This is an optimization exercise on Yosys and OpenROAD, whose aim is small area and a short achievable clock period, not a production implementation.
Where RTL was checked, it was by simulation tests only, not by an equivalence proof against the original.
Power figures rest on the tool's default switching activity, not on a simulated workload.

==> flow/design.v (excerpt) <==
module fifo_sync #(
  parameter int WIDTH = 32,
  parameter int DEPTH = 16
)(
  input  logic              clk,
  input  logic              rst_n,
  input  logic              in_valid,
  output logic              in_ready,
  input  logic [WIDTH-1:0]  in_data,
  output logic              out_valid,
  input  logic              out_ready,
  output logic [WIDTH-1:0]  out_data,
  output logic              full,
  output logic              empty,
  output logic [$clog2(DEPTH+1)-1:0] count
);
For scale: ~550 flip-flops, roughly 77 I/O pins, ~20000 um2 of cells after synthesis.
==> flow/config.mk <==
export PLATFORM = sky130hd
export DESIGN_NAME = fifo_sync
export DESIGN_NICKNAME = fifo_sync
export VERILOG_FILES = /design/flow/design.v
export SDC_FILE = /design/flow/constraint.sdc
export NUM_CORES = 4
export LEC_CHECK = 0
export CAP_MARGIN = 20
export CORE_MARGIN = 2
export CORE_UTILIZATION = 55
export CTS_CLUSTER_DIAMETER = 80
export CTS_CLUSTER_SIZE = 30
export SETUP_SLACK_MARGIN = 1.9
export SLEW_MARGIN = 20
==> flow/constraint.sdc <==
create_clock -name core_clock -period 3.8 [get_ports {clk}]
set_input_delay 0.7600 -clock core_clock [delete_from_list [all_inputs] [get_ports {clk}]]
set_output_delay 0.7600 -clock core_clock [all_outputs]
set_load 0.01 [all_outputs]
run.sh (not shown) runs the stock make flow with config.mk's settings and CLKGATE_MAP_FILE= SYNTH_SCRIPT=/design/flow/synth_recipe.tcl, a recipe that flattens the netlist after the stock synthesis.
Edit:
--- a/flow/config.mk
+++ b/flow/config.mk
@@ -11,2 +10,0 @@
-export CTS_CLUSTER_DIAMETER = 80
-export CTS_CLUSTER_SIZE = 30
Result:
- hold slack gains 0.0062 ns
- die area does not change
- critical path depth does not change
- power came out higher by 14%
- synthesized cell count does not change
- global-route usage rose by 0.73 points
- cell area rises by 3.8%
- routed wire length went up by 1.8%
- setup slack improves by 0.0097 ns
Edit:
--- a/flow/config.mk
+++ b/flow/config.mk
@@ -10,0 +11,2 @@
+export CTS_CLUSTER_DIAMETER = 100
+export CTS_CLUSTER_SIZE = 24
Result:
- cell count is lower by a few percent
- global-route usage is lower by 0.69 points
- non-clock buffer count is higher by 6
- first-iteration DRC count is higher by a few percent
- fmax is higher slightly
- count of clock-buffer cells in the layout is lower by 32
- setup slack improves by 0.0072 ns
- critical path depth stays the same
- register-to-register slack degrades by 0.02 ns
No run of this note included a check of the RTL's function; only the layout flow was run.


The RTL this note starts from:
==> flow/design.v <==
module fifo_sync #(
  parameter int WIDTH = 32,
  parameter int DEPTH = 16
)(
  input  logic              clk,
  input  logic              rst_n,
  input  logic              in_valid,
  output logic              in_ready,
  input  logic [WIDTH-1:0]  in_data,
  output logic              out_valid,
  input  logic              out_ready,
  output logic [WIDTH-1:0]  out_data,
  output logic              full,
  output logic              empty,
  output logic [$clog2(DEPTH+1)-1:0] count
);
  localparam int CW = $clog2(DEPTH+1);
  localparam int NS = DEPTH - 1;           
  logic [WIDTH-1:0] mem [NS];
  logic [WIDTH-1:0] head;
  logic [NS-1:0]    wsel;                  
  logic             wsel_n0;               
  logic [NS-1:1]    wsel_hi;
  assign wsel = {wsel_hi, ~wsel_n0};
  logic [NS-1:0]    roh;                   
  logic             roh_n0;                
  logic [NS-1:1]    roh_hi;
  assign roh = {roh_hi, ~roh_n0};
  logic [CW-1:0]    cnt;
  logic             full_r, vld_r, ge2_r;   
  logic push, pop, ram_push, ram_pop, head_en;
  assign push     = in_valid & ~full_r;
  assign pop      = out_ready & vld_r;
  assign ram_push = push & vld_r & ~(~ge2_r & out_ready);
  assign ram_pop  = out_ready & ge2_r;
  assign head_en  = ~vld_r | out_ready;
  logic [NS-1:0] rsel;
  assign rsel = roh & {NS{ge2_r}};
  for (genvar g = 0; g < NS; g++) begin : slot
    logic [WIDTH-1:0] q;
    always_ff @(posedge clk) begin
      if (wsel[g]) q <= in_data;
    end
    assign mem[g] = q;
  end
  logic [WIDTH-1:0] head_d;
  always_comb begin
    head_d = ({WIDTH{~head_en}} & head) |
             ({WIDTH{head_en & ~ge2_r}} & in_data);
    for (int i = 0; i < NS; i++)
      head_d = head_d | ({WIDTH{head_en & rsel[i]}} & mem[i]);
  end
  always_ff @(posedge clk) begin
    head <= head_d;
  end
  always_ff @(posedge clk or negedge rst_n) begin
    if (!rst_n) begin
      roh_n0 <= 1'b0;
      roh_hi <= '0;
    end else begin
      if (ram_pop) begin
        roh_n0 <= ~roh[NS-1];
        roh_hi <= roh[NS-2:0];
      end
    end
  end
  logic [CW-1:0] cnt_inc, cnt_dec, cnt_d;
  logic          is1, is15, ge3;
  assign cnt_inc = cnt + 1'b1;
  assign cnt_dec = cnt - 1'b1;
  assign is1     = (cnt == 1);
  assign is15    = (cnt == DEPTH - 1);
  assign ge3     = (cnt >= 3);
  logic full_d, vld_d, ge2_d;
  always_comb begin
    cnt_d  = cnt;
    full_d = full_r;
    vld_d  = vld_r;
    ge2_d  = ge2_r;
    if (push & ~pop) begin
      cnt_d  = cnt_inc;
      full_d = is15;
      vld_d  = 1'b1;
      ge2_d  = vld_r;
    end else if (pop & ~push) begin
      cnt_d  = cnt_dec;
      full_d = 1'b0;
      vld_d  = ~is1;
      ge2_d  = ge3;
    end
  end
  logic vld_o, nvld_o, full_o, nfull_o;
  always_ff @(posedge clk or negedge rst_n) begin
    if (!rst_n) begin
      vld_o   <= 1'b0;
      nvld_o  <= 1'b0;
      full_o  <= 1'b0;
      nfull_o <= 1'b0;
    end else begin
      vld_o   <= push | (vld_r & ~(pop & is1));
      nvld_o  <= push ? 1'b1 : (pop ? ~is1 : vld_r);
      full_o  <= ~pop & (full_r | (push & is15));
      nfull_o <= pop ? 1'b0 : (push ? is15 : full_r);
    end
  end
  always_ff @(posedge clk or negedge rst_n) begin
    if (!rst_n) begin
      cnt    <= '0;
      full_r <= 1'b0;
      vld_r  <= 1'b0;
      ge2_r  <= 1'b0;
    end else begin
      cnt    <= cnt_d;
      full_r <= full_d;
      vld_r  <= vld_d;
      ge2_r  <= ge2_d;
    end
  end
  logic [NS-1:0] wcur, wnext;
  assign wcur  = full_r ? roh : wsel;
  assign wnext = (ram_push ? {wcur[NS-2:0], wcur[NS-1]} : wcur) & {NS{~full_d}};
  always_ff @(posedge clk or negedge rst_n) begin
    if (!rst_n) begin
      wsel_n0 <= 1'b0;
      wsel_hi <= '0;
    end else begin
      wsel_n0 <= ~wnext[0];
      wsel_hi <= wnext[NS-1:1];
    end
  end
  logic [CW-1:0] cnt_o;
  logic          up, dn;
  assign up = push & ~pop;
  assign dn = pop & ~push;
  always_ff @(posedge clk or negedge rst_n) begin
    if (!rst_n) cnt_o <= '0;
    else        cnt_o <= cnt + {{(CW-1){dn}}, up | dn};
  end
  assign out_data  = head;
  assign count     = cnt_o;
  assign full      = full_o;
  assign empty     = ~nvld_o;
  assign in_ready  = ~nfull_o;
  assign out_valid = vld_o;
endmodule
clock: 3.8 ns
lec_check: 0
cap_margin: 20
core_margin: 2
core_utilization: 62
cts_cluster_diameter: 100
cts_cluster_size: 28
setup_slack_margin: 1.9
slew_margin: 20
standard.sh (not shown) runs the stock make flow with config.mk's settings and CLKGATE_MAP_FILE= SYNTH_SCRIPT=/design/flow/synth_recipe.tcl, a recipe that flattens the netlist after the stock synthesis.
==> flow/flow/run.sh <==
#!/bin/bash
# The standard layout (the standard.sh: standard synthesis and ORFS flow,
# unchanged), except that the port buffers that ORFS inserts before global
# placement are the smallest buffer instead of ORFS's default choice
# (clkdlybuf4s50_1). Repair still resizes them as timing needs.
set -euo pipefail
export BUFFER_PORTS_ARGS="-buffer_cell sky130_fd_sc_hd__buf_1"
bash standard.sh > standard.log 2>&1
The baseline produced a clean layout.
Rerun with:
Settings changed: CORE_UTILIZATION 62 to 70, SETUP_SLACK_MARGIN 1.9 to 1.95.
The changed run went through all stages and came out clean. Die area went down by 11%. Count of clock-buffer cells in the layout went up by 3. Non-clock buffer count went up by 9. Power went up by 0.50%. Wire length went down by 4.6%. Worst hold slack improved by 0.16 ns. Register-to-register slack got worse by 0.03 ns. Final area went up by 0.65%. Global-route usage went up by 2.3 points. Synthesized area does not change.
Rerun with:
Settings changed: CORE_UTILIZATION 70 to 55.
What happened:
- synthesized area stays the same
- routed wire length goes up by about 8%
- total power rises by 1.3%
- cell area increases by 0.76%
- clock skew came out lower by 0.0039 ns
- utilization came out lower by 16 points
- global-route usage goes down by 5.1 points

## static timing again, ports no longer ideal
In the flow no input, the clock included, has a driving cell. The finished layouts below were timed again as built, in two steps. Step 1 assumes that a clkbuf_16 drives the clock port and a buf_2 every other input. Step 2 moves the port delays by t, midway between the first and last clock arrival at a register: inputs arrive t later, outputs are due t later. That takes back most of the time a late clock gives input paths. Three values: no drivers, after step 1, after step 2; two values: the first two.
run | t, ns | slack for setup (ns) | hold slack, ns | latest minus earliest clock arrival (ns) | slew at the worst register clock pin (ns)
the first run of note 1 | 0.613 | 1.777 / 1.722 / 1.337 | 0.311 / 0.283 / 0.493 | 0.030 / 0.030 | 0.11 / 0.11
the second run of note 1 | 0.643 | 1.786 / 1.731 / 1.380 | 0.317 / 0.289 / 0.490 | 0.016 / 0.016 | 0.06 / 0.06
the third run of note 1 | 0.623 | 1.793 / 1.736 / 1.420 | 0.326 / 0.295 / 0.489 | 0.021 / 0.021 | 0.10 / 0.10
the first run of note 2 | 0.607 | 1.924 / 1.871 / 1.429 | 0.121 / 0.088 / 0.463 | 0.017 / 0.017 | 0.11 / 0.11
the second run of note 2 | 0.603 | 1.909 / 1.879 / 1.413 | 0.280 / 0.252 / 0.467 | 0.022 / 0.021 | 0.11 / 0.11
the third run of note 2 | 0.617 | 1.934 / 1.881 / 1.430 | 0.270 / 0.238 / 0.473 | 0.019 / 0.018 | 0.11 / 0.11
After both steps every run listed still meets setup and hold. The setup slack of the third run of note 2, which loses most, moves by -0.053 ns with the drivers and by -0.504 ns with both steps.
